What follows belongs to an exercise in optimizing a design on an open flow for small area and a short achievable clock period; a production flow would make more cautious choices.
RTL that was checked went through simulation tests only; none was proved equivalent to the original.
For run 1, only the layout was checked, not whether the RTL still works.

==> flow/design.v <==
module ALU( clk, rst, sw, c, d, led, dp );
  input [15:0] sw;
  input clk;
  input rst;
  output reg dp;
  output reg [0:6] c;
  output reg [3:0] d;
  output reg [15:0] led;    
  wire led15 = led[15];
  wire led14 = led[14];
  reg [15:0] s;       
  reg [15:0] p;       
  reg [3:0]  m;       
  reg [4:0]  k;       
  wire first = (m == 4'd10);
  function [16:0] addc(input [15:0] a, input [15:0] b, input ci);
    integer i;
    reg cy;
    begin
      cy = ci;
      for (i = 0; i < 16; i = i + 1) begin
        addc[i] = a[i] ^ b[i] ^ cy;
        cy = (a[i] & b[i]) | (cy & (a[i] ^ b[i]));
      end
      addc[16] = cy;
    end
  endfunction
  function [11:0] cneg12(input [11:0] a, input ng);
    integer i;
    reg cy;
    begin
      cy = ng;
      for (i = 0; i < 12; i = i + 1) begin
        cneg12[i] = (a[i] ^ ng) ^ cy;
        cy = cy & (a[i] ^ ng);
      end
    end
  endfunction
  function [15:0] cneg16(input [15:0] a, input ng);
    integer i;
    reg cy;
    begin
      cy = ng;
      for (i = 0; i < 16; i = i + 1) begin
        cneg16[i] = (a[i] ^ ng) ^ cy;
        cy = cy & (a[i] ^ ng);
      end
    end
  endfunction
  function ovf(input [15:0] x);
    begin
      if (x[15])
        ovf = (x[14:0] <= 15'd22768);
      else
        ovf = (x[14:0] >= 15'd10000);
    end
  endfunction
  wire [5:0] sa = s[15:10];
  wire [5:0] sb = s[9:4];
  wire [2:0] scmd = s[3:1];
  wire       sfp  = s[0];
  wire       fpmd = sfp & (scmd[2:1] == 2'b01);
  wire [5:0] ua = cneg12({6'b0, sa}, sa[5]);    
  wire [5:0] ub = cneg12({6'b0, sb}, sb[5]);
  wire sa32 = (sa == 6'b100000);
  wire sb32 = (sb == 6'b100000);
  wire qneg = fpmd ? (sa32 ^ sb32) : (sa[5] ^ sb[5]);
  reg [10:0] mag_mul;
  always @* begin : mulblk
    reg [10:0] acc;
    integer i;
    acc = 0;
    for (i = 0; i < 5; i = i + 1)
      if (ub[i]) acc = addc({5'b0, acc}, {11'b0, ua[4:0]} << i, 1'b0);
    if (ua[5]) acc = {ub[4:0], 5'b0} | {ub[5], 10'b0};
    else if (ub[5]) acc = {ua[4:0], 5'b0};
    mag_mul = acc;
  end
  reg [5:0] uq;
  reg [5:0] ur;
  always @* begin : divblk
    reg [6:0] r;
    reg [16:0 ] t;
    integer j;
    r = 0;
    for (j = 5; j >= 0; j = j - 1) begin
      r = {r[5:0], ua[j]};
      t = addc({9'b0, r}, {9'h1ff, ~{1'b0, ub}}, 1'b1);    
      uq[j] = t[16];
      if (t[16]) r = t[6:0];
    end
    ur = r[5:0];
  end
  wire [11:0] mag = (scmd == 3'd2) ? {1'b0, mag_mul} :
                    (scmd == 3'd3) ? {6'b0, uq} :
                    (sb == 6'd0)   ? 12'd0 : {6'b0, ur};
  wire        mneg = (scmd == 3'd4) ? sa[5] : qneg;
  wire [11:0] mres = cneg12(mag, mneg);
  wire [16:0] as_full = addc({{10{sa[5]}}, sa}, {{10{sb[5]}}, sb} ^ {16{scmd[0]}}, scmd[0]);
  wire [6:0]  asr = as_full[6:0];
  reg [5:0] shr;
  always @* begin : shrblk
    integer i;
    for (i = 0; i < 6; i = i + 1)
      shr[i] = ({26'b0, sb} + i <= 5) ? sa[i + sb] : sa[5];
  end
  wire [15:0] sxa = {{10{sa[5]}}, sa};
  wire [15:0] shl = sxa << sb;
  reg [15:0] fct;
  always @* begin
    case (sa[2:0])
      3'd0, 3'd1: fct = sfp ? 16'd12    : 16'd1;
      3'd2: fct = sfp ? 16'd25    : 16'd2;
      3'd3: fct = sfp ? 16'd75    : 16'd6;
      3'd4: fct = sfp ? 16'd300   : 16'd24;
      3'd5: fct = sfp ? 16'd1500  : 16'd120;
      3'd6: fct = sfp ? 16'd9000  : 16'd720;
      default: fct = sfp ? 16'd63000 : 16'd5040;
    endcase
  end
  reg [15:0] arith;
  always @* begin
    case (scmd)
      3'd0, 3'd1: arith = {{9{asr[6]}}, asr};
      3'd2, 3'd3, 3'd4: arith = {{4{mres[11]}}, mres};
      3'd5: arith = {{10{shr[5]}}, shr};
      3'd6: arith = shl;
      default: arith = (sa[5:3] == 3'b000) ? fct : 16'd0;
    endcase
  end
  wire [15:0] out = (first | led15 | led14) ? 16'd0 : arith;
  wire [5:0] A = sw[15:10];
  wire [5:0] B = sw[9:4];
  wire [2:0] cmd = sw[3:1];
  wire fp = sw[0];
  wire ov_out  = ovf(out);
  wire ov_outl = ovf({out[12:0], 3'b000});
  wire bz = (B == 6'd0);
  wire sgn = A[5] ^ B[5];
  reg ov, neg;
  always @* begin
    ov  = ov_out;
    neg = out[15];
    case (cmd)
      3'd7: begin ov = ~A[5] & (A[4] | A[3]); neg = 1'b0; end
      3'd5, 3'd6: if (bz) begin ov = 1'b0; neg = A[5]; end
      3'd2: if (fp) begin ov = 1'b0; neg = sgn; end
      3'd3: if (fp) begin ov = ov_outl; neg = sgn | out[12]; end
      default: ;
    endcase
  end
  reg [15:0] res;
  always @* begin
    res = p;
    case (scmd)
      3'd7: res = sa[5] ? 16'd0 : (sa[4:3] != 2'b00) ? 16'd10000 :
                  (sa[2:0] == 3'd0 || sa[2:0] == 3'd1) ? 16'd1 :
                  (sa[2:0] == 3'd2) ? 16'd2 : (sa[2:0] == 3'd3) ? 16'd6 :
                  (sa[2:0] == 3'd4) ? 16'd24 : (sa[2:0] == 3'd5) ? 16'd120 :
                  (sa[2:0] == 3'd6) ? 16'd720 : 16'd5040;
      3'd5, 3'd6: if (sb == 6'd0) res = {{10{sa[5]}}, sa};
      3'd2: if (sfp) res = {3'b000, p[15:3]};
      3'd3: if (sfp) res = {p[12:0], 3'b000};
      default: ;
    endcase
  end
  wire        ng = res[15];
  wire [15:0] v  = res ^ {16{ng}};
  wire [2:0]  x3 = v[2:0] + {2'b00, ng};           
  wire        cy = ng & (v[2:0] == 3'b111);        
  reg [4:0] fq;    
  always @* begin
    case (x3)
      3'd0: fq = cy ? 5'd25 : 5'd0;   
      3'd1: fq = 5'd3;     
      3'd2: fq = 5'd6;     
      3'd3: fq = 5'd9;     
      3'd4: fq = 5'd12;    
      3'd5: fq = 5'd13;    
      3'd6: fq = 5'd18;    
      default: fq = 5'd21;  
    endcase
  end
  reg [1:0] f01;   
  always @* begin
    case (x3)
      3'd2, 3'd3: f01 = 2'd1;
      3'd4: f01 = 2'd2;
      3'd6, 3'd7: f01 = 2'd3;
      default: f01 = 2'd0;
    endcase
  end
  wire [15:0] y = {3'b000, v[15:3]};
  wire [16:0] t1 = addc(y, {y[11:0], 4'b0}, 1'b0);
  wire [16:0] t2 = addc(t1[15:0], {y[12:0], 3'b0}, 1'b0);
  wire [16:0] t3 = addc(t2[15:0], {11'b0, fq}, 1'b0);
  wire [15:0] num = sfp ? {t3[13:0], f01} : v;
  wire        inc = ~sfp & ng;                     
  function [2:0] mupd(input [2:0] m, input b);    
    begin
      mupd[0] = (m[1] ^ b) | m[2];
      mupd[1] = (m[0] & ~m[1] & ~b) | (m[0] & ~m[2] & b);
      mupd[2] = (~m[0] & m[1] & ~b) | (m[2] & b);
    end
  endfunction
  function par(input [2:0] m);                     
    par = m[0] & ~m[2];
  endfunction
  function [2:0] enc(input [2:0] x);               
    case (x)
      3'd0, 3'd5: enc = 3'b000;
      3'd1, 3'd6: enc = 3'b001;
      3'd2, 3'd7: enc = 3'b010;
      3'd3: enc = 3'b011;
      default: enc = 3'b101;
    endcase
  endfunction
  function [2:0] minc(input [2:0] m);              
    case (m)
      3'b000: minc = 3'b001;
      3'b001: minc = 3'b010;
      3'b010: minc = 3'b011;
      3'b011: minc = 3'b101;
      default: minc = 3'b000;
    endcase
  endfunction
  reg [2:0] M0, M1, M2, M3;
  reg [12:0] q1;
  reg [9:0] q2;
  reg [6:0] q3;
  always @* begin : bcdblk
    integer i;
    M0 = enc(num[15:13]);
    for (i = 12; i >= 0; i = i - 1) begin q1[i] = par(M0) ^ num[i+1]; M0 = mupd(M0, num[i]); end
    M1 = enc(q1[12:10]);
    for (i = 9; i >= 0; i = i - 1) begin q2[i] = par(M1) ^ q1[i+1]; M1 = mupd(M1, q1[i]); end
    M2 = enc(q2[9:7]);
    for (i = 6; i >= 0; i = i - 1) begin q3[i] = par(M2) ^ q2[i+1]; M2 = mupd(M2, q2[i]); end
    M3 = enc(q3[6:4]);
    for (i = 3; i >= 0; i = i - 1) M3 = mupd(M3, q3[i]);
  end
  wire n0 = (M0 == 3'b101) & num[0];    
  wire n1 = (M1 == 3'b101) & q1[0];
  wire n2 = (M2 == 3'b101) & q2[0];
  reg [1:0] sel;
  always @* begin
    case (k)
      5'd0, 5'd5, 5'd6, 5'd12, 5'd18, 5'd19, 5'd25, 5'd31: sel = 2'd3;
      5'd4, 5'd10, 5'd11, 5'd17, 5'd23, 5'd24, 5'd29, 5'd30: sel = 2'd2;
      5'd2, 5'd3, 5'd9, 5'd15, 5'd16, 5'd21, 5'd22, 5'd28: sel = 2'd1;
      default: sel = 2'd0;
    endcase
    if (first) sel = 2'd0;
  end
  reg [2:0] Ms;
  reg ps, cs;
  always @* begin
    case (sel)
      2'd0: begin Ms = M0; ps = num[0]; cs = 1'b1; end
      2'd1: begin Ms = M1; ps = q1[0];  cs = n0; end
      2'd2: begin Ms = M2; ps = q2[0];  cs = n0 & n1; end
      default: begin Ms = M3; ps = q3[0]; cs = n0 & n1 & n2; end
    endcase
  end
  wire       up = inc & cs;
  wire [2:0] Md = first ? 3'b000 : up ? minc(Ms) : Ms;
  wire       pd = ~first & (ps ^ up);
  function [0:6] segm( input [2:0] m, input p );
    case ({m, p})
      4'b0000: segm = 7'b0000001;   
      4'b0011: segm = 7'b1001111;   
      4'b0100: segm = 7'b0010010;   
      4'b0111: segm = 7'b0000110;   
      4'b1010: segm = 7'b1001100;   
      4'b0001: segm = 7'b0100100;   
      4'b0010: segm = 7'b0100000;   
      4'b0101: segm = 7'b0001111;   
      4'b0110: segm = 7'b0000000;   
      4'b1011: segm = 7'b0000100;   
      default: segm = 7'b0000001;
    endcase
  endfunction
  wire refresh = (m == 4'd0) | first;
  always @(posedge clk) begin
    s <= sw;
    p <= out;
    if (rst) begin
      led <= 16'd0;
      m <= 4'd10;
      k <= 5'd0;
      c <= 0;
      d <= 4'b1111;
      dp <= 1;
    end else begin
      led <= {ov, (cmd == 3'd3) & bz, neg, 13'b0};
      m <= (m == 4'd9) ? 4'd0 : (first ? 4'd1 : m + 4'd1);
      if (m == 4'd9) k <= k + 5'd1;
      if (refresh) begin
        c <= segm(Md, pd);
        d <= ~(4'b0001 << sel);
        dp <= ~((sel == 2'd2) & fp);
      end
    end
  end
endmodule
==> flow/flow/run.sh <==
#!/bin/bash
# Own layout flow: the standard synthesis, then the combinational logic
# re-mapped with a stronger ABC script (registers and their names kept),
# then the standard layout from the re-mapped netlist.
set -euo pipefail
W=$(pwd)
R=$W/orfs/results/$FLOW_PLATFORM/ALU/base
YOSYS=$(command -v yosys || echo "$FLOW_HOME/../tools/install/yosys/bin/yosys")
bash standard.sh synth > "$W/std_synth.log" 2>&1
cp "$R/1_2_yosys.v" "$W/std_1_2_yosys.v"
export REMAP_LIB=$FLOW_HOME/platforms/$FLOW_PLATFORM/lib/sky130_fd_sc_hd__tt_025C_1v80.lib
export REMAP_IN=$W/std_1_2_yosys.v
export REMAP_OUT=$W/remap_1_2_yosys.v
export REMAP_SCRIPT=$W/flow/abc.script
export REMAP_TOP=$FLOW_TOP
export REMAP_DONT_USE="$(sed -n '/DONT_USE_CELLS += /,/^#/p' "$FLOW_HOME/platforms/$FLOW_PLATFORM/config.mk" | grep -o 'sky130_fd_sc_hd__[a-z0-9_]*' | tr '\n' ' ')"
"$YOSYS" -c "$W/flow/remap.tcl" > "$W/remap.log" 2>&1
cp "$REMAP_OUT" "$R/1_2_yosys.v"
rm -f "$R/1_synth.odb" "$R/1_synth.sdc"
bash standard.sh BUFFER_PORTS_ARGS="-buffer_cell sky130_fd_sc_hd__buf_1" CTS_ARGS="-sink_clustering_enable -repair_clock_nets -buf_list {sky130_fd_sc_hd__clkbuf_4 sky130_fd_sc_hd__clkbuf_8} -dont_use_dummy_load" SETUP_SLACK_MARGIN=143.0 finish > "$W/layout.log" 2>&1
==> flow/flow/abc.script <==
strash
balance
rewrite
refactor
balance
rewrite
rewrite -z
balance
refactor -z
rewrite -z
balance
&get -n
&deepsyn -T 120
&put
dch -f
amap
==> flow/flow/remap.tcl <==
# Re-map the combinational logic of the standard synthesis netlist with a
# stronger ABC script. Registers (and their instance names) are kept as is.
set lib $::env(REMAP_LIB)
set in  $::env(REMAP_IN)
set out $::env(REMAP_OUT)
set scr $::env(REMAP_SCRIPT)
set dont_use {}
foreach c $::env(REMAP_DONT_USE) { lappend dont_use -dont_use $c }
yosys read_liberty -ignore_miss_func $lib
yosys read_verilog $in
yosys hierarchy -top $::env(REMAP_TOP)
# keep sequential and tie cells as they are
set fh [open $in r]
set text [read $fh]
close $fh
set keep {}
foreach name [lsort -unique [regexp -all -inline {sky130_fd_sc_hd__[a-z0-9_]+} $text]] {
  if {[regexp {__(e?s?df|dl)} $name]} { lappend keep $name }
}
foreach m $keep { yosys blackbox $m }
yosys stat -liberty $lib
yosys flatten
yosys rename -hide {w:*.*}
yosys opt_clean -purge
yosys techmap
yosys opt -fast
yosys abc -liberty $lib {*}$dont_use -script $scr
yosys opt_clean -purge
yosys read_liberty -lib -ignore_redef $lib
yosys hilomap -hicell sky130_fd_sc_hd__conb_1 HI -locell sky130_fd_sc_hd__conb_1 LO
yosys splitnets
yosys opt_clean -purge
yosys insbuf -buf sky130_fd_sc_hd__buf_4 A X
yosys opt_clean -purge
yosys opt_clean -purge
yosys stat -liberty $lib
yosys check -assert
yosys write_verilog -noattr -noexpr -nohex -nodec $out
==> flow/standard.sh <==
#!/bin/bash
# synth_recipe.tcl (not shown) runs the flow's synth.tcl, then flattens the netlist and writes it again
# the make line also repeats each setting of config.mk as NAME=value (left out here)
make -C /OpenROAD-flow-scripts/flow DESIGN_CONFIG=/design/flow/config.mk WORK_HOME=/design/flow/orfs CLKGATE_MAP_FILE= SYNTH_SCRIPT=/design/flow/synth_recipe.tcl "${@:-finish}"
==> flow/config.mk <==
export PLATFORM = sky130hd
export DESIGN_NAME = ALU
export DESIGN_NICKNAME = ALU
export VERILOG_FILES = /design/flow/design.v
export SDC_FILE = /design/flow/constraint.sdc
export NUM_CORES = 4
export LEC_CHECK = 0
export ABC_AREA = 1
export CAP_MARGIN = 20
export CORE_MARGIN = 2
export CORE_UTILIZATION = 40
export CTS_BUF_LIST = sky130_fd_sc_hd__clkbuf_4 sky130_fd_sc_hd__clkbuf_8
export GPL_TIMING_DRIVEN = 0
export SLEW_MARGIN = 20
==> flow/constraint.sdc <==
create_clock -name core_clock -period 180.0 [get_ports {clk}]
set_input_delay 36.0000 -clock core_clock [delete_from_list [all_inputs] [get_ports {clk}]]
set_output_delay 36.0000 -clock core_clock [all_outputs]
set_load 0.01 [all_outputs]
==> results of run 1 <==
[routing by layer]
layer | vias to the layer above | wire [um] | track usage, %
li1 | 4898 | - | -
met1 | 4188 | 11410 | 33.28
met2 | 363 | 10390 | 38.00
met3 | 44 | 1511 | 2.615
met4 | 0 | 512 | 6.316
met5 | - | 0 | 0
[cell type report]
| class | count | area share (%) |
|---|---|---|
| Buffer | 2 | 0.1850 |
| Clock buffer | 9 | 1.526 |
| Inverter | 174 | 8.062 |
| Multi-Input combinational cell | 1108 | 70.36 |
| Sequential cell | 58 | 14.31 |
| Tap cell | 229 | 3.530 |
| Timing Repair Buffer | 35 | 2.035 |
[what timing repair did]
action / CTS / global route
endpoints found under the setup margin: 8 / 5
gates resized for setup: 10 / 12
pin swaps: 0 / 7
buffers inserted: 2 / 1
[tightest hold or removal path, delay by kind of cell, from the launching register on]
| family | cells | cell delay (ns) |
|---|---|---|
| simple gates | 1 | 0.04 |
| flops | 1 | 0.33 |
| compound gates | 1 | 0.06 |
[how the worst max path moves through the flow]
stage,from,end,depth (start not counted)
after floorplan,sw[9],led[15]$_SDFF_PP0_,8
after global placement,rst,register,8
after detailed placement,rst,register,8
after CTS,rst,register,8
after global routing,sw[5],led[15]$_SDFF_PP0_,9
final,sw[5],led[15]$_SDFF_PP0_,9
[registers in the layout, indices dropped and copies added (netlist names), named ones only]
signal / flops
c: 7
d: 4
dp: 1
k: 5
led: 3
m: 4
p: 16
s: 16
[per-stage QoR]
step           cell area (um2)  cells  setup WS [ns]  utilization (%)
3_5_place_dp              7898   1603         142.14            43.52
4_1_cts                   8066   1614         142.97            44.45
5_1_grt                   8117   1615         142.90            44.73
3_3_place_gp              7898   1603         142.08            43.52
2_1_floorplan             7491   1342         142.88                -
6_report                  8117   1615         143.00            44.73
==> flow_summary.yaml, run 1 <==
final_layout:
  num-fill-cells: 1996
  seq_area_um2: 1161
  layout_commonest_cell: "nor2_1"
  multi_input_area_um2: 5710
  drive_gt1_share_pct: 2.092
  n_antenna_cell: 0
  final_cell_mix: "nor2_1 (304), clkinv_1 (171), o21ai_0 (164)"
  final_nets: 1406
  syn2layout_area_growth_pct: 8.624
cts:
  clk_path_buf_depth: 2
  clk_pin_slew_worst_paths_ns: 0.08
  cts_buffers: 9
  htree_levels: 3
  cts_num_sinks: 58
  clk_latency_ns: 0.34
  cts_hold_buf: 0
  cts_tree: "done"
  cts_root_buf: "clkbuf_8"
sta:
  fin_crit_sh_pct: 20.56
  tightest_slew_ns: 1.089
  final_max_slew_viol_count: 0
  relSlewSlack_pct: 27.41
  rsz0062_at_grt: "true"
  whs_ns: 0.4652
  hold_violations: 0
  fmax_ghz: 0.02703
  finalSetupTns_ns: 0
  min_period_ns: 37.00
  skew_ns: 0.02461
  setup-violations-final: 0
worst_setup_path:
  path_class: "in -> reg"
  critPathSlowestCell: "a2111oi_4"
  slowest_delay_ns: 0.32
  reg2reg_slack_ns: 162.14
  r2r_cells: 96
  crit_buf_inv: 2
  arrival_ns: 37.22
  endpoint_kind: "register"
  critPathMostFrequentCell: "a21oi_1"
  path_cells: "buf_6 > nor4_4 > nand2_2 > a2111oi_4 > inv_2 > nand3_2 > nor3_2 > a21oi_1 > a21oi_1"
  cp_top_family: "compound AO/OA/AOI/OAI gates"
  crit_path_start_kind: "input port"
  path_max_fanout: 2
  r2r-start: "s[4]$_DFF_P_"
  r2r-end: "c[6]$_SDFFE_PP0P_"
  required_ns: 180.22
floorplanning:
  die_x_um: 140.7
  core_um2: 18150
  die_area_um2: 19790
  ioPinCount: 46
  initial_core_util_pct: 41.17
  row_count: 49
  die_y_um: 140.7
route:
  drc: 0
  avgRoutedWirePerCell_um: 14.75
  ant_nets: 0
  drt_wl_total_um: 23820
  detail_route.vias_per_cell: 5.878
  vias: 9493
  drt_iter0_drc: 740
  firstDrtPassIters: 5
hold_path:
  holdCritStartpoint: "c[2]$_SDFFE_PP0P_"
  holdPathStages: 2
  hold_class: "reg -> reg"
  timing.hold.worst_endpoint: "c[2]$_SDFFE_PP0P_"
synth:
  syn_inst: 1342
  syn_area_um2: 7472
  syn_avg_cell_area_um2: 5.568
  synth_fp_nets: 1360
  ys_warn_count: 1
status:
  status: "no timing/DRC/antenna violations"
flow_run:
  maxCapViolations: 0
placed_design:
  io_buffer_count: 32
  place_congestion: 1.001
  hpwl_um: 19010
global_route:
  grt_max_degree: 28
  grt_usage_pct: 23.51
  grt_pass1_wl_um: 39300
  grt_pass1_vias: 8285
  antenna_found_initial: 0
  grt_overflow: 0
==> inputs of run 2 (changes only) <==
--- a/flow/design.v
+++ b/flow/design.v
@@ -287,14 +287,14 @@
     if (rst) begin
       led <= 16'd0;
       m <= 4'd10;
-      k <= 5'd0;
       c <= 0;
       d <= 4'b1111;
       dp <= 1;
     end else begin
       led <= {ov, (cmd == 3'd3) & bz, neg, 13'b0};
       m <= (m == 4'd9) ? 4'd0 : (first ? 4'd1 : m + 4'd1);
-      if (m == 4'd9) k <= k + 5'd1;
+      if (first) k <= 5'd0;
+      else if (m == 4'd9) k <= k + 5'd1;
       if (refresh) begin
         c <= segm(Md, pd);
         d <= ~(4'b0001 << sel);
--- a/flow/flow/run.sh
+++ b/flow/flow/run.sh
@@ -17,4 +17,4 @@
 "$YOSYS" -c "$W/flow/remap.tcl" > "$W/remap.log" 2>&1
 cp "$REMAP_OUT" "$R/1_2_yosys.v"
 rm -f "$R/1_synth.odb" "$R/1_synth.sdc"
-bash standard.sh BUFFER_PORTS_ARGS="-buffer_cell sky130_fd_sc_hd__buf_1" CTS_ARGS="-sink_clustering_enable -repair_clock_nets -buf_list {sky130_fd_sc_hd__clkbuf_4 sky130_fd_sc_hd__clkbuf_8} -dont_use_dummy_load" SETUP_SLACK_MARGIN=143.0 finish > "$W/layout.log" 2>&1
+bash standard.sh BUFFER_PORTS_ARGS="-buffer_cell sky130_fd_sc_hd__buf_1" CTS_ARGS="-sink_clustering_enable -repair_clock_nets -buf_list {sky130_fd_sc_hd__clkbuf_4 sky130_fd_sc_hd__clkbuf_8} -dont_use_dummy_load" SETUP_SLACK_MARGIN=143.4 finish > "$W/layout.log" 2>&1
==> run 2 against run 1 <==
Net effect: global-route usage is 0.26 points higher; die area is 1.1% higher; first-iteration DRC count is 24% higher; worst setup slack better by 0.13 ns.
==> flow_summary.yaml, run 2 <==
final_layout:
  drive_gt1_share_pct: 4.274
  num-fill-cells: 2041
  n_antenna_cell: 0
  final_cell_mix: "nor2_1 (369), clkinv_1 (179), nand2_1 (136)"
  largest_registers: "p: 16 flops, s: 16 flops, c: 7 flops"
  final_nets: 1424
  syn2layout_area_growth_pct: 10.93
  layout_commonest_cell: "nor2_1"
route:
  firstDrtPassIters: 8
  ant_nets: 0
  detail_route.vias_per_cell: 5.866
  vias: 9608
  avgRoutedWirePerCell_um: 15.13
  drt_wl_total_um: 24780
  drc: 0
  drt_iter0_drc: 921
cts:
  cts_hold_buf: 0
  cts_num_sinks: 58
  cts_tree: "done"
  clk_latency_ns: 0.34
  clk_pin_slew_worst_paths_ns: 0.06
  cts_buffers: 9
  clk_path_buf_depth: 2
  cts_root_buf: "clkbuf_8"
  htree_levels: 3
global_route:
  grt_usage_pct: 23.77
  met1_usage_pct: 30.33
  antenna_found_initial: 0
  grt_max_degree: 24
  grt_pass1_wl_um: 39450
  gr-usage-met2_pct: 41.19
  grt_pass1_vias: 8344
  grt_overflow: 0
  grt_util_met3_pct: 3.442
  busiest_layer: "met2"
floorplanning:
  initial_core_util_pct: 40.53
  die_x_um: 141.4
  core_um2: 18640
  die_area_um2: 20010
  die_y_um: 141.4
  row_count: 50
  ioPinCount: 46
sta:
  whs_ns: 0.4737
  fmax_ghz: 0.02712
  skew_ns: 0.01455
  hold_violations: 0
  rsz0062_at_grt: "true"
  tightest_slew_ns: 0.9285
  fin_crit_sh_pct: 20.48
  setup-violations-final: 0
  final_max_slew_viol_count: 0
  min_period_ns: 36.87
  finalSetupTns_ns: 0
  relSlewSlack_pct: 37.69
worst_setup_path:
  path_class: "reg -> out"
  endpoint_kind: "primary output"
  path_max_fanout: 2
  required_ns: 144.00
  crit_path_start_kind: "register"
  arrival_ns: 0.87
hold_path:
  hold_class: "reg -> reg"
status:
  status: "no timing/DRC/antenna violations"
placed_design:
  hpwl_um: 19490
  place_congestion: 1.028
  io_buffer_count: 32
flow_run:
  maxCapViolations: 0
synth:
  ys_warn_count: 1
  syn_avg_cell_area_um2: 5.560
  syn_area_um2: 7556
  syn_inst: 1359
  synth_fp_nets: 1377
## run 2: through the flow
step                      setup WS (ns)  std cells  area, um2  util (%)
after floorplan                  143.14       1359       7614         -
after global routing             143.10       1638       8382     44.96
after CTS                        143.12       1636       8352     44.80
final                            143.13       1638       8382     44.96
after detailed placement         142.59       1626       8039     43.12
after global placement           142.58       1625       8026     43.05
## run 2: cell type report
| class | count | area, um2 | share of cell area, % |
|---|---|---|---|
| Buffer | 2 | 22.52 | 0.2687 |
| Sequential cell | 58 | 1229 | 14.66 |
| Multi-Input combinational cell | 1119 | 5737 | 68.44 |
| Clock buffer | 9 | 123.9 | 1.478 |
| Tap cell | 234 | 292.8 | 3.493 |
| Inverter | 181 | 706.9 | 8.434 |
| Timing Repair Buffer | 35 | 270.3 | 3.224 |
## run 2: routing by layer
metal	vias up	share of wire (%)
li1	4926	-
met1	4289	45
met3	64	5.4
met5	-	0
met2	329	47
met4	0	3.0
## run 2: worst max-delay path: stages (launching register included)
cell     delay, ns
dfxtp_2       0.32
buf_6         0.10
buf_6         0.11
## run 2: final timing paths
check,startpoint,to,slack [ns],cells past startpoint
min reg2reg,m[0]$_SDFF_PP0_,m[0]$_SDFF_PP0_,0.47,1
max,led[15]$_SDFF_PP0_,led[15],143.13,2
max reg2reg,s[6]$_DFF_P_,c[1]$_SDFFE_PP0P_,162.61,86
min,m[0]$_SDFF_PP0_,m[0]$_SDFF_PP0_,0.47,1
## run 2: what timing repair did
item,CTS,global route
hold endpoints to repair,0,0
gates cloned,0,1
pin swaps,7,6
resized for setup,59,4
endpoints found under the setup margin,37,20
buffers inserted,1,0
==> inputs of run 3 (changes only) <==
--- a/flow/flow/run.sh
+++ b/flow/flow/run.sh
@@ -17,4 +17,4 @@
 "$YOSYS" -c "$W/flow/remap.tcl" > "$W/remap.log" 2>&1
 cp "$REMAP_OUT" "$R/1_2_yosys.v"
 rm -f "$R/1_synth.odb" "$R/1_synth.sdc"
-bash standard.sh BUFFER_PORTS_ARGS="-buffer_cell sky130_fd_sc_hd__buf_1" CTS_ARGS="-sink_clustering_enable -repair_clock_nets -buf_list {sky130_fd_sc_hd__clkbuf_4 sky130_fd_sc_hd__clkbuf_8} -dont_use_dummy_load" SETUP_SLACK_MARGIN=143.4 finish > "$W/layout.log" 2>&1
+bash standard.sh BUFFER_PORTS_ARGS="-buffer_cell sky130_fd_sc_hd__buf_1" CTS_ARGS="-sink_clustering_enable -repair_clock_nets -buf_list {sky130_fd_sc_hd__clkbuf_4 sky130_fd_sc_hd__clkbuf_8} -dont_use_dummy_load" SETUP_SLACK_MARGIN=143.1 finish > "$W/layout.log" 2>&1
--- a/flow/config.mk
+++ b/flow/config.mk
@@ -8,7 +8,7 @@
 export ABC_AREA = 1
 export CAP_MARGIN = 20
 export CORE_MARGIN = 2
-export CORE_UTILIZATION = 40
+export CORE_UTILIZATION = 65
 export CTS_BUF_LIST = sky130_fd_sc_hd__clkbuf_4 sky130_fd_sc_hd__clkbuf_8
 export GPL_TIMING_DRIVEN = 0
 export SLEW_MARGIN = 20
==> run 3 against run 2 <==
Net effect: still clean; synthesized area unchanged; critical path type unchanged.
==> flow_summary.yaml, run 3 <==
floorplanning:
  initial_core_util_pct: 66.46
  row_count: 39
  ioPinCount: 46
  die_area_um2: 12500
  core_um2: 11370
  die_y_um: 111.8
  die_x_um: 111.8
global_route:
  grt_pass1_vias: 8695
  grt_overflow: 0
  grt_usage_pct: 37.55
  grt_max_degree: 24
  antenna_found_initial: 0
  grt_pass1_wl_um: 39510
placed_design:
  placed_cells: 1535
  io_buffer_count: 32
  hpwl_um: 18650
  dpl_worst_slack_ns: 142.44
  place_congestion: 1.047
route:
  firstDrtPassIters: 9
  avgRoutedWirePerCell_um: 15.64
  drt_iter0_drc: 1177
  ant_nets: 0
  detail_route.vias_per_cell: 6.447
  vias: 9980
  drt_wl_total_um: 24200
  drc: 0
cts:
  clk_path_buf_depth: 2
  clk_pin_slew_worst_paths_ns: 0.06
  cts_hold_buf: 0
  htree_levels: 3
  cts_buffers: 9
  clk_latency_ns: 0.35
  cts_root_buf: "clkbuf_8"
  cts_num_sinks: 58
  cts_tree: "done"
final_layout:
  final_nets: 1425
  n_antenna_cell: 0
  drive_gt1_share_pct: 2.491
  num-fill-cells: 1083
  syn2layout_area_growth_pct: 6.922
  final_cell_mix: "nor2_1 (370), clkinv_1 (180), nand2_1 (137)"
  multi_input_area_um2: 5677
  largest_registers: "p: 16 flops, s: 16 flops, c: 7 flops"
  stdcell_count: 1548
  layout_commonest_cell: "nor2_1"
  seq_area_um2: 1216
sta:
  setup-violations-final: 0
  skew_ns: 0.01604
  final_max_slew_viol_count: 0
  rsz0062_at_grt: "true"
  relSlewSlack_pct: 24.87
  fin_crit_sh_pct: 20.49
  fin_ws_ns: 143.12
  tightest_slew_ns: 1.118
  hold_violations: 0
  min_period_ns: 36.88
  fmax_ghz: 0.02712
  finalSetupTns_ns: 0
worst_setup_path:
  crit_buf_inv: 2
  endpoint_kind: "primary output"
  required_ns: 144.00
  cp_top_family: "flip-flops"
  crit_cells: 2
  arrival_ns: 0.88
  path_class: "reg -> out"
  critPathMostFrequentCell: "buf_6"
  critPathSlowestCell: "dfxtp_2"
  path_cells: "buf_6 > buf_6"
  slowest_delay_ns: 0.32
  r2r_cells: 86
  path_max_fanout: 2
  crit_path_start_kind: "register"
hold_path:
  hold_class: "reg -> reg"
  holdPathStages: 1
synth:
  syn_avg_cell_area_um2: 5.560
  synth_fp_nets: 1377
  syn_area_um2: 7556
  syn_inst: 1359
  ys_warn_count: 1
status:
  status: "no timing/DRC/antenna violations"
flow_run:
  maxCapViolations: 0
-- run 3: repair_timing --
item,CTS,global route
endpoints found under the setup margin,9,12
setup buffers,0,3
pin swaps,0,2
resized for setup,4,17
-- run 3: cell type report --
| type | count | share of cell area (%) |
|---|---|---|
| Buffer | 2 | 0.2788 |
| Clock buffer | 9 | 1.533 |
| Inverter | 181 | 8.440 |
| Multi-Input combinational cell | 1118 | 70.26 |
| Sequential cell | 58 | 15.05 |
| Tap cell | 143 | 2.215 |
| Timing Repair Buffer | 37 | 2.215 |
-- run 3: final timing paths --
path	slack, ns	from	end
worst min-delay path	0.46	m[0]$_SDFF_PP0_	m[0]$_SDFF_PP0_
worst max register to register	162.14	s[6]$_DFF_P_	c[0]$_SDFFE_PP0P_
worst min register to register	0.46	m[0]$_SDFF_PP0_	m[0]$_SDFF_PP0_
worst max-delay path	143.12	led[14]$_SDFF_PP0_	led[14]
-- run 3: per-stage QoR --
stage | instance area [um2] | util (%) | hold slack, ns
final | 8079 | 71.06 | 0.4610
after global routing | 8079 | 71.06 | 0.5178
after CTS | 7999 | 70.35 | 0.4668
after detailed placement | 7870 | 69.22 | 0.4517
after global placement | 7858 | 69.11 | 0.4297
after floorplan | 7559 | - | 0.4168
-- run 3: routing by layer --
metal | GRT usage [%] | share of wire [%]
met3 | 5.770 | 7.9
met4 | 17.37 | 4.4
met1 | 46.99 | 41
met2 | 63.52 | 47
met5 | 0 | 0
==> inputs of run 4 (changes only) <==
--- a/flow/config.mk
+++ b/flow/config.mk
@@ -8,7 +8,7 @@
 export ABC_AREA = 1
 export CAP_MARGIN = 20
 export CORE_MARGIN = 2
-export CORE_UTILIZATION = 65
+export CORE_UTILIZATION = 40
 export CTS_BUF_LIST = sky130_fd_sc_hd__clkbuf_4 sky130_fd_sc_hd__clkbuf_8
 export GPL_TIMING_DRIVEN = 0
 export SLEW_MARGIN = 20
==> run 4 against run 3 <==
Net effect: non-clock buffer count shrank 2; clock skew up 0.0099 ns; count of clock-buffer cells in the layout unchanged; via count fell by 3.1%; register-to-register slack got worse by 0.11 ns; worst setup slack worse by 0.013 ns; synthesized area unchanged; largest cell class unchanged; highest routed layer unchanged.
==> flow_summary.yaml, run 4 <==
status:
  status: "no timing/DRC/antenna violations"
floorplanning:
  die_y_um: 141.4
  ioPinCount: 46
  initial_core_util_pct: 40.53
  core_um2: 18640
  row_count: 50
  die_x_um: 141.4
  die_area_um2: 20010
global_route:
  grt_usage_pct: 24.21
  antenna_found_initial: 0
  grt_pass1_wl_um: 40160
  grt_pass1_vias: 8501
  grt_overflow: 0
  grt_max_degree: 24
route:
  vias: 9668
  avgRoutedWirePerCell_um: 15.07
  firstDrtPassIters: 6
  detail_route.vias_per_cell: 5.906
  drc: 0
  ant_nets: 0
  drt_iter0_drc: 961
  drt_wl_total_um: 24680
cts:
  clk_latency_ns: 0.34
  cts_tree: "done"
  cts_root_buf: "clkbuf_8"
  clk_pin_slew_worst_paths_ns: 0.07
  htree_levels: 3
  cts_hold_buf: 0
  cts_buffers: 9
  cts_num_sinks: 58
  clk_path_buf_depth: 2
final_layout:
  num-fill-cells: 2033
  layout_commonest_cell: "nor2_1"
  final_nets: 1423
  drive_gt1_share_pct: 2.138
  largest_registers: "p: 16 flops, s: 16 flops, c: 7 flops"
  syn2layout_area_growth_pct: 8.644
  final_cell_mix: "nor2_1 (370), clkinv_1 (179), nand2_1 (136)"
  n_antenna_cell: 0
sta:
  relSlewSlack_pct: 27.26
  fin_crit_sh_pct: 20.49
  rsz0062_at_grt: "true"
  min_period_ns: 36.89
  hold_violations: 0
  setup-violations-final: 0
  fmax_ghz: 0.02711
  fin_ws_ns: 143.11
  final_max_slew_viol_count: 0
  tightest_slew_ns: 1.083
  finalSetupTns_ns: 0
  skew_ns: 0.02594
worst_setup_path:
  r2r_cells: 86
  path_max_fanout: 2
  crit_path_start_kind: "register"
  r2r-start: "s[6]$_DFF_P_"
  required_ns: 144.00
  endpoint_kind: "primary output"
  r2r-end: "c[6]$_SDFFE_PP0P_"
  path_class: "reg -> out"
  reg2reg_slack_ns: 162.03
  arrival_ns: 0.89
synth:
  ys_warn_count: 1
  syn_inst: 1359
  syn_area_um2: 7556
  synth_fp_nets: 1377
  syn_avg_cell_area_um2: 5.560
hold_path:
  holdPathStages: 1
  holdCritStartpoint: "m[0]$_SDFF_PP0_"
  timing.hold.worst_endpoint: "m[0]$_SDFF_PP0_"
  hold_class: "reg -> reg"
placed_design:
  dpl_worst_slack_ns: 142.31
  hpwl_um: 19410
  io_buffer_count: 32
  place_congestion: 0.9955
flow_run:
  maxCapViolations: 0
-- run 4: repair_timing --
item | CTS | global route
endpoints found under the setup margin | 14 | 6
resized for setup | 9 | 13
buffers inserted | 2 | 0
pin swaps | 1 | 5
endpoints found under the hold margin | 0 | 0
-- run 4: worst max-delay path by stage --
stage	start	depth (start not counted)	end
CTS	led[14]$_SDFF_PP0_	2	led[14]
global route	led[14]$_SDFF_PP0_	2	led[14]
floorplan	sw[8]	8	led[15]$_SDFF_PP0_
global placement	rst	6	register
finish	led[14]$_SDFF_PP0_	2	led[14]
detailed placement	rst	6	register
-- run 4: stage by stage --
step	instance area (um2)	util, %	cells	hold slack, ns
4_1_cts	8147	43.70	1637	0.4572
2_1_floorplan	7559	-	1359	0.4168
6_report	8209	44.03	1637	0.4543
3_3_place_gp	7971	42.76	1625	0.4331
5_1_grt	8209	44.03	1637	0.4783
3_5_place_dp	7984	42.83	1626	0.4452
-- run 4: layout make-up --
cell class	instances	area (um2)	share of cell area, %
Inverter	181	681.9	8.307
Sequential cell	58	1214	14.78
Buffer	2	22.52	0.2743
Clock buffer	9	123.9	1.509
Tap cell	234	292.8	3.567
Timing Repair Buffer	35	167.7	2.042
Multi-Input combinational cell	1118	5707	69.52
-- run 4: routing by layer --
layer	track usage, %	routed length [um]	up-vias
met1	30.89	10810	4249
li1	-	-	4951
met4	9.368	1000	0
met3	3.004	1576	72
met5	0	0	-
met2	41.67	11290	396
-- run 4: critical path: stages (launching register included) --
cell and delay (ns):
dfxtp_2 0.33, buf_6 0.11, buf_6 0.11
==> inputs of run 5 (changes only) <==
==> flow/flow/abc.script (replaced) <==
strash
balance
rewrite
refactor
balance
rewrite
rewrite -z
balance
refactor -z
rewrite -z
balance
&get -n
&deepsyn -I 5 -T 300
&put
dch -f
amap
==> run 5 against run 4 <==
Net effect: still clean; via count fell by 4.1%; register-to-register slack improved by 0.53 ns; clock skew fell by 0.0083 ns.
==> flow_summary.yaml, run 5 <==
status:
  status: "no timing/DRC/antenna violations"
sta:
  rsz0062_at_grt: "true"
  setup-violations-final: 0
  fmax_ghz: 0.02707
  fin_crit_sh_pct: 20.52
  min_period_ns: 36.94
  relSlewSlack_pct: 21.58
  tightest_slew_ns: 1.147
  finalSetupTns_ns: 0
  final_max_slew_viol_count: 0
  fin_ws_ns: 143.06
  skew_ns: 0.01761
  hold_violations: 0
worst_setup_path:
  slowest_delay_ns: 0.27
  path_max_fanout: 2
  endpoint_kind: "register"
  path_cells: "buf_8 > nor4_4 > nand2_2 > o21ai_2 > nor2_2 > o31ai_2 > a31oi_1 > a311oi_1 > nor2_1"
  required_ns: 180.22
  crit_path_start_kind: "input port"
  path_class: "in -> reg"
  critPathSlowestCell: "nor4_4"
  arrival_ns: 37.16
route:
  detail_route.vias_per_cell: 5.950
  vias: 9276
  drt_wl_total_um: 23870
  drt_iter0_drc: 884
  drc: 0
  avgRoutedWirePerCell_um: 15.31
  firstDrtPassIters: 5
  ant_nets: 0
global_route:
  grt_pass1_vias: 8238
  grt_max_degree: 29
  grt_usage_pct: 24.10
  grt_overflow: 0
  antenna_found_initial: 0
  grt_pass1_wl_um: 40120
hold_path:
  hold_class: "reg -> reg"
synth:
  syn_inst: 1286
  syn_avg_cell_area_um2: 5.736
  ys_warn_count: 1
  synth_fp_nets: 1304
  syn_area_um2: 7377
final_layout:
  syn2layout_area_growth_pct: 8.718
  largest_registers: "p: 16 flops, s: 16 flops, c: 7 flops"
  final_cell_mix: "nor2_1 (304), clkinv_1 (164), o21ai_0 (135)"
  utilization_pct: 44.50
  drive_gt1_share_pct: 2.406
  n_antenna_cell: 0
  seq_area_um2: 1212
  multi_input_area_um2: 5580
  layout_commonest_cell: "nor2_1"
  final_nets: 1350
  num-fill-cells: 1950
placed_design:
  place_congestion: 0.9707
  dpl_worst_slack_ns: 142.55
  io_buffer_count: 32
  hpwl_um: 18730
flow_run:
  maxCapViolations: 0
cts:
  clk_latency_ns: 0.33
  cts_num_sinks: 58
  cts_hold_buf: 0
  cts_root_buf: "clkbuf_8"
  cts_buffers: 9
  clk_pin_slew_worst_paths_ns: 0.06
  clk_path_buf_depth: 2
  cts_tree: "done"
  htree_levels: 3
floorplanning:
  die_area_um2: 19550
  die_x_um: 139.8
  ioPinCount: 46
  die_y_um: 139.8
  core_um2: 18020
  initial_core_util_pct: 40.93
  row_count: 49
run 5: cell type report:
class | instances | area share (%)
Clock buffer | 9 | 1.544
Buffer | 2 | 0.2340
Multi-Input combinational cell | 1060 | 69.58
Inverter | 166 | 7.800
Sequential cell | 58 | 15.12
Timing Repair Buffer | 35 | 2.153
Tap cell | 229 | 3.573
run 5: routing by layer:
metal	routed length, um	track usage (%)	vias to the layer above	part of all wire [%]
met5	0	0	-	0
met4	589	7.842	0	2.5
met3	1817	3.166	55	7.6
met2	10100	36.87	409	42
met1	11360	34.93	4057	48
li1	-	-	4755	-
run 5: critical path: cells and delay by family:
kind | cells | cell delay [ns]
simple gates | 4 | 0.52
buf+inv | 1 | 0.10
compound gates | 4 | 0.55
run 5: path summary, 6_finish.rpt:
check                  startpoint            endpoint  slack, ns  cells past startpoint
setup / recovery            sw[8]  led[15]$_SDFF_PP0_     143.06                      9
hold / removal    m[0]$_SDFF_PP0_     m[0]$_SDFF_PP0_       0.46                      1
setup reg to reg     s[0]$_DFF_P_   c[1]$_SDFFE_PP0P_     162.56                     81
hold reg to reg   m[0]$_SDFF_PP0_     m[0]$_SDFF_PP0_       0.46                      1
run 5: timing repair:
action | 4_1_cts | 5_1_grt
gates resized for setup | 10 | 11
setup endpoints to repair | 12 | 3
pin swaps | 3 | 6
setup buffers | 2 | 0
run 5: per-stage QoR:
stage                     instance area [um2]  cells  hold WS [ns]
after CTS                                7991   1559        0.4561
after floorplan                          7406   1286        0.4168
after global routing                     8020   1559        0.4748
final                                    8020   1559        0.4563
after detailed placement                 7829   1548        0.4432
after global placement                   7812   1547        0.4386
==> inputs of run 6 (changes only) <==
--- a/flow/design.v
+++ b/flow/design.v
@@ -133,8 +133,10 @@
   wire [5:0] B = sw[9:4];
   wire [2:0] cmd = sw[3:1];
   wire fp = sw[0];
-  wire ov_out  = ovf(out);
-  wire ov_outl = ovf({out[12:0], 3'b000});
+  wire zo = first | led15 | led14;
+  wire ov_out  = ~zo & (scmd == 3'd6) & ovf(shl);
+  wire ov_outl = ~zo & (((scmd == 3'd6) & ovf({shl[12:0], 3'b000})) |
+                        ((scmd == 3'd7) & (sa == 6'd7 || (sfp && sa == 6'd5))));
   wire bz = (B == 6'd0);
   wire sgn = A[5] ^ B[5];
   reg ov, neg;
@@ -287,14 +289,14 @@
     if (rst) begin
       led <= 16'd0;
       m <= 4'd10;
+      k <= 5'd0;
       c <= 0;
       d <= 4'b1111;
       dp <= 1;
     end else begin
       led <= {ov, (cmd == 3'd3) & bz, neg, 13'b0};
       m <= (m == 4'd9) ? 4'd0 : (first ? 4'd1 : m + 4'd1);
-      if (first) k <= 5'd0;
-      else if (m == 4'd9) k <= k + 5'd1;
+      if (m == 4'd9) k <= k + 5'd1;
       if (refresh) begin
         c <= segm(Md, pd);
         d <= ~(4'b0001 << sel);
==> flow/flow/abc.script (replaced) <==
strash
balance
rewrite
refactor
balance
rewrite
rewrite -z
balance
refactor -z
rewrite -z
balance
&get -n
&deepsyn -T 120
&put
dch -f
amap
==> run 6 against run 5 <==
Net effect: sequential cell count unchanged; still clean on timing, DRC and antenna; die area is 1.2% lower; design area is 2.2% higher; synthesized area down 1.2%; routed wire length rose by 3.6%.
==> flow_summary.yaml, run 6 <==
route:
  avgRoutedWirePerCell_um: 15.69
  detail_route.vias_per_cell: 5.911
  drt_iter0_drc: 803
  firstDrtPassIters: 5
  drc: 0
  vias: 9321
  ant_nets: 0
  drt_wl_total_um: 24740
hold_path:
  hold_class: "reg -> reg"
floorplanning:
  die_y_um: 139.0
  initial_core_util_pct: 40.71
  die_x_um: 139.0
  row_count: 49
  ioPinCount: 46
  core_um2: 17900
  die_area_um2: 19320
cts:
  clk_latency_ns: 0.35
  clk_pin_slew_worst_paths_ns: 0.06
  cts_num_sinks: 58
  cts_root_buf: "clkbuf_8"
  htree_levels: 3
  clk_path_buf_depth: 2
  cts_tree: "done"
  cts_buffers: 9
  cts_hold_buf: 0
final_layout:
  n_antenna_cell: 0
  drive_gt1_share_pct: 4.451
  final_cell_mix: "nor2_1 (307), clkinv_1 (150), o21ai_0 (138)"
  final_area_um2: 8193
  syn2layout_area_growth_pct: 12.41
  final_nets: 1368
  layout_commonest_cell: "nor2_1"
  utilization_pct: 45.76
  largest_registers: "p: 16 flops, s: 16 flops, c: 7 flops"
sta:
  final_max_slew_viol_count: 0
  fmax_ghz: 0.02695
  skew_ns: 0.01829
  tightest_slew_ns: 1.165
  whs_ns: 0.4546
  setup-violations-final: 0
  hold_violations: 0
  rsz0062_at_grt: "true"
  relSlewSlack_pct: 21.54
  min_period_ns: 37.10
  fin_crit_sh_pct: 20.61
  finalSetupTns_ns: 0
worst_setup_path:
  slowest_delay_ns: 0.27
  path_max_fanout: 3
  path_class: "in -> reg"
  critPathSlowestCell: "nor3_4"
  crit_path_start_kind: "input port"
  arrival_ns: 37.39
  path_cells: "buf_16 > clkinv_16 > o21ai_4 > nor3_4 > nor3_4 > nor3_2 > o21a_1 > o21ai_2 > nor2_2 > o21a_1 > a211o_1"
  required_ns: 180.29
  crit_buf_inv: 2
  cp_top_family: "simple AND/OR/NAND/NOR gates"
  endpoint_kind: "register"
global_route:
  grt_pass1_vias: 8166
  grt_usage_pct: 24.48
  antenna_found_initial: 0
  grt_overflow: 0
  grt_pass1_wl_um: 39780
  grt_max_degree: 24
status:
  status: "no timing/DRC/antenna violations"
placed_design:
  hpwl_um: 19300
  place_congestion: 0.9967
  placed_cell_area_um2: 7814
  io_buffer_count: 32
synth:
  ys_warn_count: 1
  synth_fp_nets: 1309
  syn_avg_cell_area_um2: 5.645
  syn_inst: 1291
  syn_area_um2: 7288
flow_run:
  maxCapViolations: 0
## run 6: timing repair
item                       CTS  global route
setup endpoints to repair   16            17
hold endpoints to repair     0             0
buffers inserted             9             6
resized for setup           21            26
pin swaps                    7             8
## run 6: final timing paths
path	end	slack, ns	start	cells after the start
worst max-delay path	c[3]$_SDFFE_PP0P_	142.90	rst	11
worst min-delay path	c[2]$_SDFFE_PP0P_	0.45	c[2]$_SDFFE_PP0P_	2
worst max register to register	c[3]$_SDFFE_PP0P_	162.06	s[2]$_DFF_P_	89
worst min register to register	c[2]$_SDFFE_PP0P_	0.45	c[2]$_SDFFE_PP0P_	2
## run 6: final cells by class
type                            count  area (um2)
Buffer                              2       18.77
Sequential cell                    58        1162
Tap cell                          229       286.5
Multi-Input combinational cell   1078        5688
Clock buffer                        9       123.9
Timing Repair Buffer               48       309.0
Fill cell                        1951        9709
Inverter                          153       604.3
## run 6: metrics by stage
stage | setup WS [ns] | std cells
2_1_floorplan | 142.62 | 1291
3_3_place_gp | 141.45 | 1552
3_5_place_dp | 141.49 | 1553
4_1_cts | 142.96 | 1571
5_1_grt | 142.82 | 1577
6_report | 142.90 | 1577
## run 6: per-layer routing
metal	wire (um)	track usage, %	vias to the layer above
li1	-	-	4754
met1	10810	32.07	4154
met2	11690	41.92	358
met3	1564	2.693	55
met4	667	8.347	0
met5	0	0	-
## run 6: worst reg2reg max path: cells and delay by family (launching register included)
family,cells,cell delay [ns]
AO/OA/AOI/OAI,32,7.72
buffers and inverters,11,2.36
flip-flops,1,0.49
AND/OR/NAND/NOR,46,7.23
==> inputs of run 7 (changes only) <==
==> flow/flow/abc.script (replaced) <==
strash
balance
rewrite
refactor
balance
rewrite
rewrite -z
balance
refactor -z
rewrite -z
balance
&get -n
&deepsyn -I 3 -T 200
&put
dch -f
amap
==> run 7 against run 6 <==
Net effect: still clean on timing, DRC and antenna; design area stayed put; sequential share of layout area stayed put; synthesized area stayed put; non-clock buffer count stayed put; first-iteration DRC count stayed put; fmax stayed put; core utilization stayed put; final cell count stayed put; die area stayed put.
==> flow_summary.yaml, run 7 <==
sta:
  setup-violations-final: 0
  relSlewSlack_pct: 21.54
  skew_ns: 0.01829
  min_period_ns: 37.10
  tightest_slew_ns: 1.165
  fin_crit_sh_pct: 20.61
  fin_ws_ns: 142.90
  rsz0062_at_grt: "true"
  hold_violations: 0
  fmax_ghz: 0.02695
  finalSetupTns_ns: 0
  final_max_slew_viol_count: 0
synth:
  ys_warn_count: 1
  syn_avg_cell_area_um2: 5.645
  synth_fp_nets: 1309
  syn_inst: 1291
  syn_area_um2: 7288
final_layout:
  layout_commonest_cell: "nor2_1"
  largest_registers: "p: 16 flops, s: 16 flops, c: 7 flops"
  num-fill-cells: 1951
  syn2layout_area_growth_pct: 12.41
  n_antenna_cell: 0
  drive_gt1_share_pct: 4.451
  final_nets: 1368
  final_cell_mix: "nor2_1 (307), clkinv_1 (150), o21ai_0 (138)"
floorplanning:
  ioPinCount: 46
  die_area_um2: 19320
  row_count: 49
  die_x_um: 139.0
  die_y_um: 139.0
  core_um2: 17900
  initial_core_util_pct: 40.71
worst_setup_path:
  required_ns: 180.29
  path_max_fanout: 3
  path_cells: "buf_16 > clkinv_16 > o21ai_4 > nor3_4 > nor3_4 > nor3_2 > o21a_1 > o21ai_2 > nor2_2 > o21a_1 > a211o_1"
  slowest_delay_ns: 0.27
  crit_path_start_kind: "input port"
  endpoint_kind: "register"
  arrival_ns: 37.39
  critPathSlowestCell: "nor3_4"
  path_class: "in -> reg"
global_route:
  grt_pass1_wl_um: 39780
  grt_max_degree: 24
  antenna_found_initial: 0
  grt_overflow: 0
  grt_usage_pct: 24.48
  grt_pass1_vias: 8166
cts:
  cts_buffers: 9
  cts_tree: "done"
  htree_levels: 3
  cts_num_sinks: 58
  clk_pin_slew_worst_paths_ns: 0.06
  clk_path_buf_depth: 2
  cts_root_buf: "clkbuf_8"
  clk_latency_ns: 0.35
placed_design:
  hpwl_um: 19300
  place_congestion: 0.9967
  io_buffer_count: 32
  dpl_worst_slack_ns: 141.49
route:
  avgRoutedWirePerCell_um: 15.69
  drc: 0
  ant_nets: 0
  detail_route.vias_per_cell: 5.911
  vias: 9321
  drt_iter0_drc: 803
  drt_wl_total_um: 24740
  firstDrtPassIters: 5
status:
  status: "no timing/DRC/antenna violations"
flow_run:
  maxCapViolations: 0
hold_path:
  hold_class: "reg -> reg"
==> run 7: cell counts in the layout (fill, tap and decap cells not counted) <==
Identical to the previous run, type by type.
==> run 7: final cells by class <==
cell class                      count  area (um2)  area share, %
Inverter                          153       604.3          7.376
Multi-Input combinational cell   1078        5688          69.43
Tap cell                          229       286.5          3.497
Buffer                              2       18.77         0.2291
Clock buffer                        9       123.9          1.512
Timing Repair Buffer               48       309.0          3.772
Sequential cell                    58        1162          14.19
==> run 7: critical path: cells and delay by family <==
family | cells | cell delay [ns]
AND/OR/NAND/NOR | 4 | 0.65
AO/OA/AOI/OAI | 5 | 0.55
buffers and inverters | 2 | 0.16
==> run 7: repair_timing <==
item                       4_1_cts  5_1_grt
setup buffers                    9        6
pin swaps                        7        8
setup endpoints to repair       16       17
gates resized for setup         21       26
hold buffers                     0        0
==> run 7: path summary, 6_finish.rpt <==
kind | start | endpoint | slack [ns] | depth (start not counted)
worst min-delay path | c[2]$_SDFFE_PP0P_ | c[2]$_SDFFE_PP0P_ | 0.45 | 2
worst max-delay path | rst | c[3]$_SDFFE_PP0P_ | 142.90 | 11
worst min register to register | c[2]$_SDFFE_PP0P_ | c[2]$_SDFFE_PP0P_ | 0.45 | 2
worst max register to register | s[2]$_DFF_P_ | c[3]$_SDFFE_PP0P_ | 162.06 | 89
==> run 7: per-layer routing <==
metal  vias to the layer above  GRT usage [%]  wire length, um  share of wire (%)
met4                         0          8.347              667                2.7
li1                       4754              -                -                  -
met3                        55          2.693             1564                6.3
met2                       358          41.92            11690                 47
met5                         -              0                0                  0
met1                      4154          32.07            10810                 44
==> run 7: through the flow <==
stage	hold WS [ns]	std cells	cell area, um2	util [%]
after floorplan	0.4253	1291	7383	-
after global placement	0.4386	1552	7790	43.51
after detailed placement	0.4406	1553	7814	43.65
after CTS	0.4497	1571	8074	45.10
after global routing	0.4807	1577	8193	45.76
final	0.4546	1577	8193	45.76
==> inputs of run 8 (changes only) <==
--- a/flow/flow/run.sh
+++ b/flow/flow/run.sh
@@ -17,4 +17,4 @@
 "$YOSYS" -c "$W/flow/remap.tcl" > "$W/remap.log" 2>&1
 cp "$REMAP_OUT" "$R/1_2_yosys.v"
 rm -f "$R/1_synth.odb" "$R/1_synth.sdc"
-bash standard.sh BUFFER_PORTS_ARGS="-buffer_cell sky130_fd_sc_hd__buf_1" CTS_ARGS="-sink_clustering_enable -repair_clock_nets -buf_list {sky130_fd_sc_hd__clkbuf_4 sky130_fd_sc_hd__clkbuf_8} -dont_use_dummy_load" SETUP_SLACK_MARGIN=143.1 finish > "$W/layout.log" 2>&1
+bash standard.sh BUFFER_PORTS_ARGS="-buffer_cell sky130_fd_sc_hd__buf_1" CTS_ARGS="-sink_clustering_enable -repair_clock_nets -buf_list {sky130_fd_sc_hd__clkbuf_4 sky130_fd_sc_hd__clkbuf_8} -dont_use_dummy_load -sink_clustering_size 30 -sink_clustering_max_diameter 300" SETUP_SLACK_MARGIN=143.1 finish > "$W/layout.log" 2>&1
==> flow/flow/abc.script (replaced) <==
strash
balance
rewrite
refactor
balance
rewrite
rewrite -z
balance
refactor -z
rewrite -z
balance
&get -n
&deepsyn -T 120
&put
dch -f
amap
==> run 8 against run 7 <==
Net effect: still clean on timing, DRC and antenna; count of clock-buffer cells in the layout is the same; sequential cell count is the same; register-to-register slack about the same; largest cell class unchanged; synthesized area stayed put; critical path depth unchanged; routed wire length unchanged; final cell count is the same.
==> flow_summary.yaml, run 8 <==
final_layout:
  layout_commonest_cell: "nor2_1"
  n_antenna_cell: 0
  num-fill-cells: 1951
  final_nets: 1368
  final_cell_mix: "nor2_1 (307), clkinv_1 (150), o21ai_0 (138)"
  drive_gt1_share_pct: 4.451
  largest_registers: "p: 16 flops, s: 16 flops, c: 7 flops"
  syn2layout_area_growth_pct: 12.41
placed_design:
  io_buffer_count: 32
  place_congestion: 0.9967
  hpwl_um: 19300
sta:
  tightest_slew_ns: 1.165
  rsz0062_at_grt: "true"
  min_period_ns: 37.10
  fin_crit_sh_pct: 20.61
  skew_ns: 0.01829
  setup-violations-final: 0
  finalSetupTns_ns: 0
  hold_violations: 0
  relSlewSlack_pct: 21.54
  fmax_ghz: 0.02695
  final_max_slew_viol_count: 0
worst_setup_path:
  path_class: "in -> reg"
  arrival_ns: 37.39
  path_max_fanout: 3
  endpoint_kind: "register"
  r2r-start: "s[2]$_DFF_P_"
  required_ns: 180.29
  crit_path_start_kind: "input port"
  startpoint: "rst"
synth:
  synth_fp_nets: 1309
  syn_avg_cell_area_um2: 5.645
  syn_inst: 1291
  syn_area_um2: 7288
  ys_warn_count: 1
cts:
  cts_tree: "done"
  cts_num_sinks: 58
  cts_hold_buf: 0
  cts_buffers: 9
  clk_pin_slew_worst_paths_ns: 0.06
  cts_root_buf: "clkbuf_8"
  clk_latency_ns: 0.35
  htree_levels: 3
  clk_path_buf_depth: 2
flow_run:
  maxCapViolations: 0
global_route:
  grt_max_degree: 24
  antenna_found_initial: 0
  grt_pass1_wl_um: 39780
  grt_usage_pct: 24.48
  grt_overflow: 0
  grt_pass1_vias: 8166
floorplanning:
  row_count: 49
  core_um2: 17900
  die_y_um: 139.0
  die_x_um: 139.0
  ioPinCount: 46
  initial_core_util_pct: 40.71
  die_area_um2: 19320
route:
  drt_wl_total_um: 24740
  avgRoutedWirePerCell_um: 15.69
  firstDrtPassIters: 5
  drt_iter0_drc: 803
  vias: 9321
  detail_route.vias_per_cell: 5.911
  ant_nets: 0
  drc: 0
hold_path:
  holdCritStartpoint: "c[2]$_SDFFE_PP0P_"
  hold_class: "reg -> reg"
status:
  status: "no timing/DRC/antenna violations"
-- run 8: path summary, 6_finish.rpt --
check	depth (start not counted)	slack (ns)	to
hold reg to reg	2	0.45	c[2]$_SDFFE_PP0P_
setup / recovery	11	142.90	c[3]$_SDFFE_PP0P_
setup reg to reg	89	162.06	c[3]$_SDFFE_PP0P_
hold / removal	2	0.45	c[2]$_SDFFE_PP0P_
-- run 8: repair_timing --
action	4_1_cts	5_1_grt
buffers inserted	9	6
gates resized for setup	21	26
endpoints found under the setup margin	16	17
pin swaps	7	8
gates cloned	0	0
-- run 8: per-layer routing --
layer | global-route usage, % | routed length (um) | vias up
met5 | 0 | 0 | -
met4 | 8.347 | 667 | 0
met3 | 2.693 | 1564 | 55
met2 | 41.92 | 11690 | 358
met1 | 32.07 | 10810 | 4154
li1 | - | - | 4754
-- run 8: stage by stage --
step	hold WS [ns]	setup WS (ns)	area [um2]	cells	util (%)
2_1_floorplan	0.4253	142.62	7383	1291	-
3_5_place_dp	0.4406	141.49	7814	1553	43.65
4_1_cts	0.4497	142.96	8074	1571	45.10
5_1_grt	0.4807	142.82	8193	1577	45.76
3_3_place_gp	0.4386	141.45	7790	1552	43.51
6_report	0.4546	142.90	8193	1577	45.76
-- run 8: area by class of cell --
class	count	area [um2]	area share [%]
clock buffers	9	123.9	1.512
flip-flops and latches	58	1162	14.19
repair buffers	48	309.0	3.772
plain buffers	2	18.77	0.2291
multi-input cells	1078	5688	69.43
inverters	153	604.3	7.376
well taps	229	286.5	3.497
-- run 8: worst max-delay path, cell delays in order --
cell and delay [ns]:
buf_16 0.12, clkinv_16 0.04, o21ai_4 0.05, nor3_4 0.27
nor3_4 0.08, nor3_2 0.17, o21a_1 0.19, o21ai_2 0.08
nor2_2 0.13, o21a_1 0.14, a211o_1 0.09

## port drivers added, routing unchanged
The results above use ideal ports. As a check the final layouts listed here were re-extracted and re-timed, cells and wires unchanged. Step 1 sets driving cells, clkbuf_16 on the clock port and buf_2 on the other inputs (assumed; they add their load-dependent delay and slew). Step 2 moves the port delays by t, midway between the first and last clock arrival at a register: inputs arrive t later, outputs are due t later. That takes back most of the time a late clock gives input paths. Three values: no drivers, after step 1, after step 2; two values: the first two.
| run | shift t [ns] | setup WS [ns] | worst data-port slew with drivers (ns) |
|---|---|---|---|
| run 1 | 0.359 | 142.998 / 142.996 / 142.637 | 0.05 |
| run 2 | 0.365 | 143.129 / 143.097 / 142.890 | 0.05 |
| run 3 | 0.376 | 143.124 / 143.092 / 142.803 | 0.04 |
| run 4 | 0.369 | 143.111 / 143.073 / 142.840 | 0.04 |
| run 5 | 0.362 | 143.058 / 143.053 / 142.691 | 0.05 |
| run 6 | 0.374 | 142.898 / 142.872 / 142.498 | 0.08 |
| run 7 | 0.374 | 142.898 / 142.872 / 142.498 | 0.08 |
| run 8 | 0.374 | 142.898 / 142.872 / 142.498 | 0.08 |
After both steps setup and hold are still met in every run listed.
